What follows belongs to an exercise in optimizing a design on an open flow for small area; a production flow would make more cautious choices. Function was checked by simulation only, so behaviour that the tests miss may differ from the original. The flow treats the clock pin as an ideal source, which a real chip does not have.

branch quartz:
## neuron_multi_level_output
module neuron_multi_level_output #(parameter length = 128, total_cores = 3, total_length = length * total_cores)
	(
	input wire clk,
	input wire rst,
	input wire output_trigger,
	input wire y_addr_trigger,
	input wire single_core,
	input wire [2:0] num_core,
	output reg idle,
	input wire [31:0] in_fifo_dout,
	input wire in_fifo_valid,
	output reg in_fifo_rd_en,
	output reg [255:0] out_fifo_din,
	output reg out_fifo_wr_en,
	input wire neuron_idle,
	input wire spi_valid,
	input wire [total_length-1:0] spi_input_row,
	input wire [255:0] spi_input_single_core,
	output reg spi_read_trigger,
	output reg neuron_reset_trigger,
	output reg turn_off_inference,
	output reg ext_inference_enable,
	output reg reg_reset
	);
For scale: ~11000 cells after synthesis, ~950 I/O pins, ~0.13 mm^2 of cells after synthesis.
Settings: LEC_CHECK=0, CAP_MARGIN=12, CORE_MARGIN=2, CORE_UTILIZATION=45, PLACE_DENSITY=0.6, SLEW_MARGIN=12; clock period 10.0 ns.
standard.sh (not shown) runs the stock make flow with config.mk's settings and CLKGATE_MAP_FILE= SYNTH_SCRIPT=/design/flow/synth_recipe.tcl, a recipe that flattens the netlist after the stock synthesis.
==> flow/flow/run.sh <==
#!/bin/bash
set -euo pipefail
CTS="-sink_clustering_enable -repair_clock_nets -sink_clustering_size 25 -sink_clustering_max_diameter 100 -sink_clustering_buffer sky130_fd_sc_hd__clkbuf_16 -buf_list {sky130_fd_sc_hd__clkbuf_4 sky130_fd_sc_hd__clkbuf_8} -dont_use_dummy_load"
bash standard.sh "CTS_ARGS=$CTS" "BUFFER_PORTS_ARGS=-buffer_cell sky130_fd_sc_hd__buf_1" finish > standard.log 2>&1
Inputs modified between branch quartz and branch raven:
Settings: SLEW_MARGIN: 12 -> 20; CAP_MARGIN: 12 -> 20; PLACE_DENSITY: 0.6 -> 0.72.
Results
For branch raven, the capture point of the worst path was out_fifo_din[102], unlike branch quartz, where it was out_fifo_din[163].
branch quartz → branch raven: wire length picked up an extra about 0.6%, average vias per placed instance picked up an extra about 2%, least setup slack across all paths after layout lost 42 ps.
branch raven vs branch quartz, final routed wire length divided by cell count went up by about 0.5%.


Another version of the RTL of neuron_multi_level_output (not shown whole).
For scale: about 10000 cells after synthesis, roughly 950 I/O pins, about 0.14 mm^2 of cells after synthesis.
// neuron_multi_level_output
module neuron_multi_level_output #(parameter length = 128, total_cores = 3, total_length = length * total_cores)
	(
	input wire clk,
	input wire rst,
	input wire output_trigger,
	input wire y_addr_trigger,
	input wire single_core,
	input wire [2:0] num_core,
	output reg idle,
	input wire [31:0] in_fifo_dout,
	input wire in_fifo_valid,
	output reg in_fifo_rd_en,
	output reg [255:0] out_fifo_din,
	output reg out_fifo_wr_en,
	input wire neuron_idle,
	input wire spi_valid,
	input wire [total_length-1:0] spi_input_row,
	input wire [255:0] spi_input_single_core,
	output reg spi_read_trigger,
	output reg neuron_reset_trigger,
	output reg turn_off_inference,
	output reg ext_inference_enable,
	output reg reg_reset
	);
parameter options_per_core = length * 8 / 256;
localparam NG = total_length / 32;           
localparam CW = (NG + 1 > 16) ? 5 : 4;       
parameter [3:0] STATE_IDLE = 4'd0;
parameter [3:0] STATE_PIPE_IN = 4'd1;
parameter [3:0] STATE_EXT_INF_ON_0 = 4'd2;
parameter [3:0] STATE_INF_MODE_OFF = 4'd3;
parameter [3:0] STATE_EXT_INF_OFF_0 = 4'd4;
parameter [3:0] STATE_NEURON_TRIG = 4'd5;
  ...
==> flow/config.mk <==
export PLATFORM = sky130hd
export DESIGN_NAME = neuron_multi_level_output
export DESIGN_NICKNAME = neuron_multi_level_output
export VERILOG_FILES = /design/flow/design.v
export SDC_FILE = /design/flow/constraint.sdc
export NUM_CORES = 8
export LEC_CHECK = 0
export CAP_MARGIN = 20
export CORE_MARGIN = 2
export CORE_UTILIZATION = 45
export PLACE_DENSITY = 0.6
export SLEW_MARGIN = 20
==> flow/constraint.sdc <==
create_clock -name core_clock -period 10.0 [get_ports {clk}]
set_input_delay 2.0000 -clock core_clock [delete_from_list [all_inputs] [get_ports {clk}]]
set_output_delay 2.0000 -clock core_clock [all_outputs]
set_load 0.01 [all_outputs]
==> flow/flow/run.sh <==
#!/bin/bash
set -euo pipefail
CTS="-sink_clustering_enable -repair_clock_nets -sink_clustering_size 25 -sink_clustering_max_diameter 100 -dont_use_dummy_load"
bash standard.sh "CTS_ARGS=$CTS" "BUFFER_PORTS_ARGS=-buffer_cell sky130_fd_sc_hd__buf_1" finish > standard.log 2>&1
==> next run, changes <==
==> flow/flow/run.sh (replaced) <==
#!/bin/bash
set -euo pipefail
CTS="-sink_clustering_enable -repair_clock_nets -sink_clustering_size 30 -sink_clustering_max_diameter 100 -buf_list {sky130_fd_sc_hd__clkbuf_4 sky130_fd_sc_hd__clkbuf_8 sky130_fd_sc_hd__clkbuf_16} -dont_use_dummy_load"
bash standard.sh "CTS_ARGS=$CTS" "BUFFER_PORTS_ARGS=-buffer_cell sky130_fd_sc_hd__buf_1" finish > standard.log 2>&1
Settings changed: CORE_UTILIZATION 45 to 50, PLACE_DENSITY 0.6 to 0.62.
After rerunning:
- The changed run finished with timing, DRC and antenna clean
- synthesized area stays the same
- utilization increases by 5.1 points
- die area decreases by about 10%
- register-to-register slack got worse by 0.24 ns
- non-clock buffer count decreases by 11
- count of clock-buffer cells in the layout decreases by 35
- setup slack got worse by 0.42 ns
- global-route usage increases by 2.4 points
- final cell count decreases by about 3%
==> next run, changes <==
Settings changed: CORE_UTILIZATION 50 to 58, PLACE_DENSITY 0.62 to 0.68.
Result: Worst setup slack improved by 0.73 ns; via count went up slightly; hold slack improved by 0.0063 ns; die area went down by roughly a tenth; sequential cell count is unchanged.

-- afterwards: timing with drivers on the ports --
No port has a modelled driver above. Below, the same layouts with a new extraction and two added sets of constraints. Step 1 assumes that a clkbuf_16 drives the clock port and a buf_2 every other input. Step 2, shift: input delay + t, output delay - t, t = (earliest + latest rising clock arrival at the registers) / 2. This alone moves slack from input paths to output paths. a / b / c = ideal ports / drivers / drivers and shift; a / b = the first two.
run | t, ns | setup WS [ns] | worst data-port slew with drivers (ns)
branch quartz | 1.173 | 2.818 / 2.721 / 3.894 | 0.20
branch raven | 1.121 | 2.776 / 2.680 / 3.801 | 0.30
the first run of note 2 | 1.004 | 1.083 / 0.866 / 0.866 | 0.23
the second run of note 2 | 0.963 | 0.664 / 0.640 / 0.640 | 0.21
the third run of note 2 | 0.958 | 1.396 / 1.369 / 1.369 | 0.20
After both steps setup and hold are still met in every run listed. For the first run of note 2, which loses most, drivers alone change the setup slack by -0.217 ns; drivers and shift together by -0.217 ns.
